This is an optimization exercise on Yosys and OpenROAD, whose aim is small area, not a production implementation. The RTL was checked by simulation tests, not by an equivalence proof against the original design. Power is estimated from default activity; no workload was simulated.

==> flow/design.v (excerpt) <==
module menu_frames
    (
        input clk,
        input rst,
        input [1:0] frame_sel,
        output [18:0] address_write,
        output [11:0] data_write
    );
==> flow/config.mk <==
export PLATFORM = sky130hd
export DESIGN_NAME = menu_frames
export DESIGN_NICKNAME = menu_frames
export VERILOG_FILES = /design/flow/design.v
export SDC_FILE = /design/flow/constraint.sdc
export NUM_CORES = 4
export LEC_CHECK = 0
export CAP_MARGIN = 20
export CORE_MARGIN = 2
export CORE_UTILIZATION = 40
export PLACE_DENSITY = 0.6
export SLEW_MARGIN = 20
==> flow/constraint.sdc <==
create_clock -name core_clock -period 10.0 [get_ports {clk}]
set_input_delay 2.0000 -clock core_clock [delete_from_list [all_inputs] [get_ports {clk}]]
set_output_delay 2.0000 -clock core_clock [all_outputs]
set_load 0.01 [all_outputs]
standard.sh (not shown) runs the stock make flow with config.mk's settings and CLKGATE_MAP_FILE= SYNTH_SCRIPT=/design/flow/synth_recipe.tcl, a recipe that flattens the netlist after the stock synthesis.
==> flow/flow/run.sh <==
#!/bin/bash
# Layout flow: the standard synthesis, then the combinational logic between
# the registers is re-mapped for area with ABC's deepsyn (registers, their names
# and cell types untouched), then the standard flow from floorplan to finish.
set -euo pipefail
HERE=$PWD
R=$HERE/orfs/results/$FLOW_PLATFORM/menu_frames/base
LIB=$FLOW_HOME/platforms/sky130hd/lib/sky130_fd_sc_hd__tt_025C_1v80.lib
T=${REOPT_SECONDS:-50}

bash standard.sh synth > log_standard_synth.txt 2>&1
cp $R/1_2_yosys.v $HERE/standard_1_2_yosys.v

# cells marked don't-use on the platform
DU=$(grep -o 'cell *( *"\?sky130_fd_sc_hd__\(probe\|lpflow\)[a-z0-9_]*' $LIB | sed 's/.*(\s*"\?//' | sort -u | sed 's/^/-dont_use /' | tr '\n' ' ')

for wave in "1 2 3 4" "5 6 7 8"; do
pids=()
for s in $wave; do
  tail=flow/map_amap.abc.in
  sed -e "s/@T@/$T/" -e "s/@S@/$s/" -e "s/@S2@/$((s + 10))/" -e "s/@S3@/$((s + 20))/" flow/deep.abc.in $tail > deep_$s.abc
  cat > reopt_$s.ys <<EOY
read_liberty -ignore_miss_func $LIB
read_verilog $HERE/standard_1_2_yosys.v
hierarchy -top $FLOW_TOP
setattr -mod -set keep_hierarchy 1 sky130_fd_sc_hd__dfxtp_1
flatten -noscopeinfo
opt_clean
abc -liberty $LIB $DU -script $HERE/deep_$s.abc
splitnets
opt_clean -purge
hilomap -hicell sky130_fd_sc_hd__conb_1 HI -locell sky130_fd_sc_hd__conb_1 LO
insbuf -buf sky130_fd_sc_hd__buf_1 A X
opt_clean -purge
blackbox sky130_fd_sc_hd__dfxtp_1
tee -o $HERE/reopt_$s.stat stat -liberty $LIB
check
write_verilog -noattr -nohex -nodec $HERE/reopt_$s.v
EOY
  yosys -s reopt_$s.ys > log_reopt_$s.txt 2>&1 &
  pids+=($!)
done
for p in "${pids[@]}"; do wait $p || true; done
done

# sanity bounds: same register count as the standard netlist, and no implausible shrink
std_ff=$(grep -c "sky130_fd_sc_hd__dfxtp_1 " $HERE/standard_1_2_yosys.v || true)
std_area=$(grep -i "chip area for module" orfs/reports/$FLOW_PLATFORM/menu_frames/base/synth_stat.txt | awk '{print $NF}')
echo "standard: $std_ff registers, area $std_area" >> log_reopt_choice.txt
best=""; besta=""
for s in 1 2 3 4 5 6 7 8; do
  [[ -s reopt_$s.v && -s reopt_$s.stat ]] || continue
  a=$(grep -i "chip area for module" reopt_$s.stat | awk '{print $NF}')
  ff=$(grep -c "sky130_fd_sc_hd__dfxtp_1 " reopt_$s.v || true)
  echo "seed $s area $a registers $ff" >> log_reopt_choice.txt
  [[ "$ff" == "$std_ff" ]] || continue
  awk "BEGIN{exit !($a > 0.4 * $std_area)}" || continue
  if [[ -z "$besta" ]] || awk "BEGIN{exit !($a < $besta)}"; then best=$s; besta=$a; fi
done
if [[ -n "$best" ]]; then
  echo "using seed $best" >> log_reopt_choice.txt
  cp reopt_$best.v $R/1_2_yosys.v
  rm -f $R/1_synth.odb $R/1_synth.sdc
else
  echo "no re-mapped netlist, keeping the standard one" >> log_reopt_choice.txt
fi

# every port still gets its own buffer, of the smallest buffer cell; the clock
# net gets one level of clkbuf_8 (24 registers) and no dummy balancing load
export BUFFER_PORTS_ARGS="-buffer_cell sky130_fd_sc_hd__buf_1"
export CTS_ARGS="-sink_clustering_enable -repair_clock_nets -dont_use_dummy_load -buf_list sky130_fd_sc_hd__clkbuf_8 -sink_clustering_size 30 -sink_clustering_max_diameter 200"
bash standard.sh finish > log_standard_finish.txt 2>&1
==> flow/flow/deep.abc.in <==
strash
&get -n
&deepsyn -T @T@ -S @S@
&deepsyn -T @T@ -S @S2@
&deepsyn -T @T@ -S @S3@
&put
==> flow/flow/map_amap.abc.in <==
dch -f
amap
topo
The first run finished clean.
Then changed:
--- a/flow/flow/run.sh
+++ b/flow/flow/run.sh
@@ -8,3 +8,3 @@
 LIB=$FLOW_HOME/platforms/sky130hd/lib/sky130_fd_sc_hd__tt_025C_1v80.lib
-T=${REOPT_SECONDS:-50}
+T=${REOPT_SECONDS:-90}
 
@@ -16,7 +16,5 @@
 
-for wave in "1 2 3 4" "5 6 7 8"; do
 pids=()
-for s in $wave; do
-  tail=flow/map_amap.abc.in
-  sed -e "s/@T@/$T/" -e "s/@S@/$s/" -e "s/@S2@/$((s + 10))/" -e "s/@S3@/$((s + 20))/" flow/deep.abc.in $tail > deep_$s.abc
+for s in 1 2 3 4; do
+  sed -e "s/@T@/$T/" -e "s/@S@/$s/" flow/deep.abc.in > deep_$s.abc
   cat > reopt_$s.ys <<EOY
@@ -43,16 +41,8 @@
 for p in "${pids[@]}"; do wait $p || true; done
-done
 
-# sanity bounds: same register count as the standard netlist, and no implausible shrink
-std_ff=$(grep -c "sky130_fd_sc_hd__dfxtp_1 " $HERE/standard_1_2_yosys.v || true)
-std_area=$(grep -i "chip area for module" orfs/reports/$FLOW_PLATFORM/menu_frames/base/synth_stat.txt | awk '{print $NF}')
-echo "standard: $std_ff registers, area $std_area" >> log_reopt_choice.txt
 best=""; besta=""
-for s in 1 2 3 4 5 6 7 8; do
+for s in 1 2 3 4; do
   [[ -s reopt_$s.v && -s reopt_$s.stat ]] || continue
   a=$(grep -i "chip area for module" reopt_$s.stat | awk '{print $NF}')
-  ff=$(grep -c "sky130_fd_sc_hd__dfxtp_1 " reopt_$s.v || true)
-  echo "seed $s area $a registers $ff" >> log_reopt_choice.txt
-  [[ "$ff" == "$std_ff" ]] || continue
-  awk "BEGIN{exit !($a > 0.4 * $std_area)}" || continue
+  echo "seed $s area $a" >> log_reopt_choice.txt
   if [[ -z "$besta" ]] || awk "BEGIN{exit !($a < $besta)}"; then best=$s; besta=$a; fi
@@ -67,6 +57,2 @@
 
-# every port still gets its own buffer, of the smallest buffer cell; the clock
-# net gets one level of clkbuf_8 (24 registers) and no dummy balancing load
-export BUFFER_PORTS_ARGS="-buffer_cell sky130_fd_sc_hd__buf_1"
-export CTS_ARGS="-sink_clustering_enable -repair_clock_nets -dont_use_dummy_load -buf_list sky130_fd_sc_hd__clkbuf_8 -sink_clustering_size 30 -sink_clustering_max_diameter 200"
 bash standard.sh finish > log_standard_finish.txt 2>&1
==> flow/flow/deep.abc.in (replaced) <==
strash
&get -n
&deepsyn -T @T@ -S @S@
&put
dch -f
map -a
topo
removed: flow/flow/map_amap.abc.in
Outcome:
- The changed run passed the timing, design-rule and antenna checks
- clock power is higher by 61%
- total power is higher by 23%
- sequential power is higher by about 0.5%
- cell area is higher by 10%
- worst hold slack improves by 19 ps
- setup slack improves by 170 ps
- synthesized cell count is higher by 9.9%
- utilization is higher by 1.8 points
Then changed:
--- a/flow/flow/run.sh
+++ b/flow/flow/run.sh
@@ -18,3 +18,5 @@
 for s in 1 2 3 4; do
-  sed -e "s/@T@/$T/" -e "s/@S@/$s/" flow/deep.abc.in > deep_$s.abc
+  # seeds 1-3 map with amap, seed 4 with &nf
+  if [[ $s == 4 ]]; then tail=flow/map_nf.abc.in; else tail=flow/map_amap.abc.in; fi
+  sed -e "s/@T@/$T/" -e "s/@S@/$s/" flow/deep.abc.in $tail > deep_$s.abc
   cat > reopt_$s.ys <<EOY
@@ -57,2 +59,6 @@
 
+# every port still gets its own buffer, of the smallest buffer cell; the clock
+# net gets one level of clkbuf_8 (24 registers) and no dummy balancing load
+export BUFFER_PORTS_ARGS="-buffer_cell sky130_fd_sc_hd__buf_1"
+export CTS_ARGS="-sink_clustering_enable -repair_clock_nets -dont_use_dummy_load -buf_list sky130_fd_sc_hd__clkbuf_8 -sink_clustering_size 30 -sink_clustering_max_diameter 200"
 bash standard.sh finish > log_standard_finish.txt 2>&1
==> flow/flow/deep.abc.in (replaced) <==
strash
&get -n
&deepsyn -T @T@ -S @S@
&put
==> flow/flow/map_amap.abc.in (new file) <==
dch -f
amap
topo
==> flow/flow/map_nf.abc.in (new file) <==
&get -n
&dch -f
&nf -R 1000
&put
topo
What happened:
- setup slack is worse by 510 ps
- worst hold slack is better by 26 ps
- utilization drops by 2.1 points
- global-route usage drops by 0.34 points
- via count drops by 5.6%
- wire length drops by 8.0%
- die area drops by 5.2%
Then changed:
--- a/flow/flow/run.sh
+++ b/flow/flow/run.sh
@@ -8,3 +8,3 @@
 LIB=$FLOW_HOME/platforms/sky130hd/lib/sky130_fd_sc_hd__tt_025C_1v80.lib
-T=${REOPT_SECONDS:-90}
+T=${REOPT_SECONDS:-150}
 
@@ -16,6 +16,6 @@
 
+for wave in "1 2 3 4" "5 6 7 8"; do
 pids=()
-for s in 1 2 3 4; do
-  # seeds 1-3 map with amap, seed 4 with &nf
-  if [[ $s == 4 ]]; then tail=flow/map_nf.abc.in; else tail=flow/map_amap.abc.in; fi
+for s in $wave; do
+  tail=flow/map_amap.abc.in
   sed -e "s/@T@/$T/" -e "s/@S@/$s/" flow/deep.abc.in $tail > deep_$s.abc
@@ -43,8 +43,16 @@
 for p in "${pids[@]}"; do wait $p || true; done
+done
 
+# sanity bounds: same register count as the standard netlist, and no implausible shrink
+std_ff=$(grep -c "sky130_fd_sc_hd__dfxtp_1 " $HERE/standard_1_2_yosys.v || true)
+std_area=$(grep -i "chip area for module" orfs/reports/$FLOW_PLATFORM/menu_frames/base/synth_stat.txt | awk '{print $NF}')
+echo "standard: $std_ff registers, area $std_area" >> log_reopt_choice.txt
 best=""; besta=""
-for s in 1 2 3 4; do
+for s in 1 2 3 4 5 6 7 8; do
   [[ -s reopt_$s.v && -s reopt_$s.stat ]] || continue
   a=$(grep -i "chip area for module" reopt_$s.stat | awk '{print $NF}')
-  echo "seed $s area $a" >> log_reopt_choice.txt
+  ff=$(grep -c "sky130_fd_sc_hd__dfxtp_1 " reopt_$s.v || true)
+  echo "seed $s area $a registers $ff" >> log_reopt_choice.txt
+  [[ "$ff" == "$std_ff" ]] || continue
+  awk "BEGIN{exit !($a > 0.4 * $std_area)}" || continue
   if [[ -z "$besta" ]] || awk "BEGIN{exit !($a < $besta)}"; then best=$s; besta=$a; fi
removed: flow/flow/map_nf.abc.in
What happened: Via count shrinks by 0.68%; sequential cell count stays the same; first-iteration DRC count grows by 35%; clock-buffer cell count is unchanged; sequential share of layout area grows by 0.16 points; global-route usage shrinks by 2.5 points; clock skew grows by 6.7 ps; core utilization grows by 1.1 points; die area shrinks by 0.99%; power shrinks by 4.3%.

==> afterwards: timing with drivers on the ports <==
The flow's constraints put no driver on any port. The routed layouts listed below were extracted and timed again, unchanged, in two steps.
Step 1 (the two cells are an assumption about what drives the block):
set clk [get_ports {clk}]
set_driving_cell -lib_cell sky130_fd_sc_hd__clkbuf_16 $clk
set_driving_cell -lib_cell sky130_fd_sc_hd__buf_2 [delete_from_list [all_inputs] $clk]
Step 2 adds t to the input delays and takes it off the output delays; t is the mean of the earliest and latest rising clock arrival at the registers after step 1. Input paths then give back, and output paths get back, about the clock's delay inside the block.
Slacks: ideal ports / drivers / drivers and shift; pairs: ideal ports / drivers.
run	t (ns)	setup WS [ns]	worst register clock-pin slew, ns
the first run	0.281	2.369 / 2.344 / 2.626	0.08 / 0.08
the second run	0.303	2.541 / 2.512 / 2.815	0.09 / 0.09
the third run	0.309	2.028 / 1.996 / 2.305	0.10 / 0.10
the fourth run	0.288	2.596 / 2.571 / 2.859	0.09 / 0.09
After both steps setup and hold are still met in every run listed.
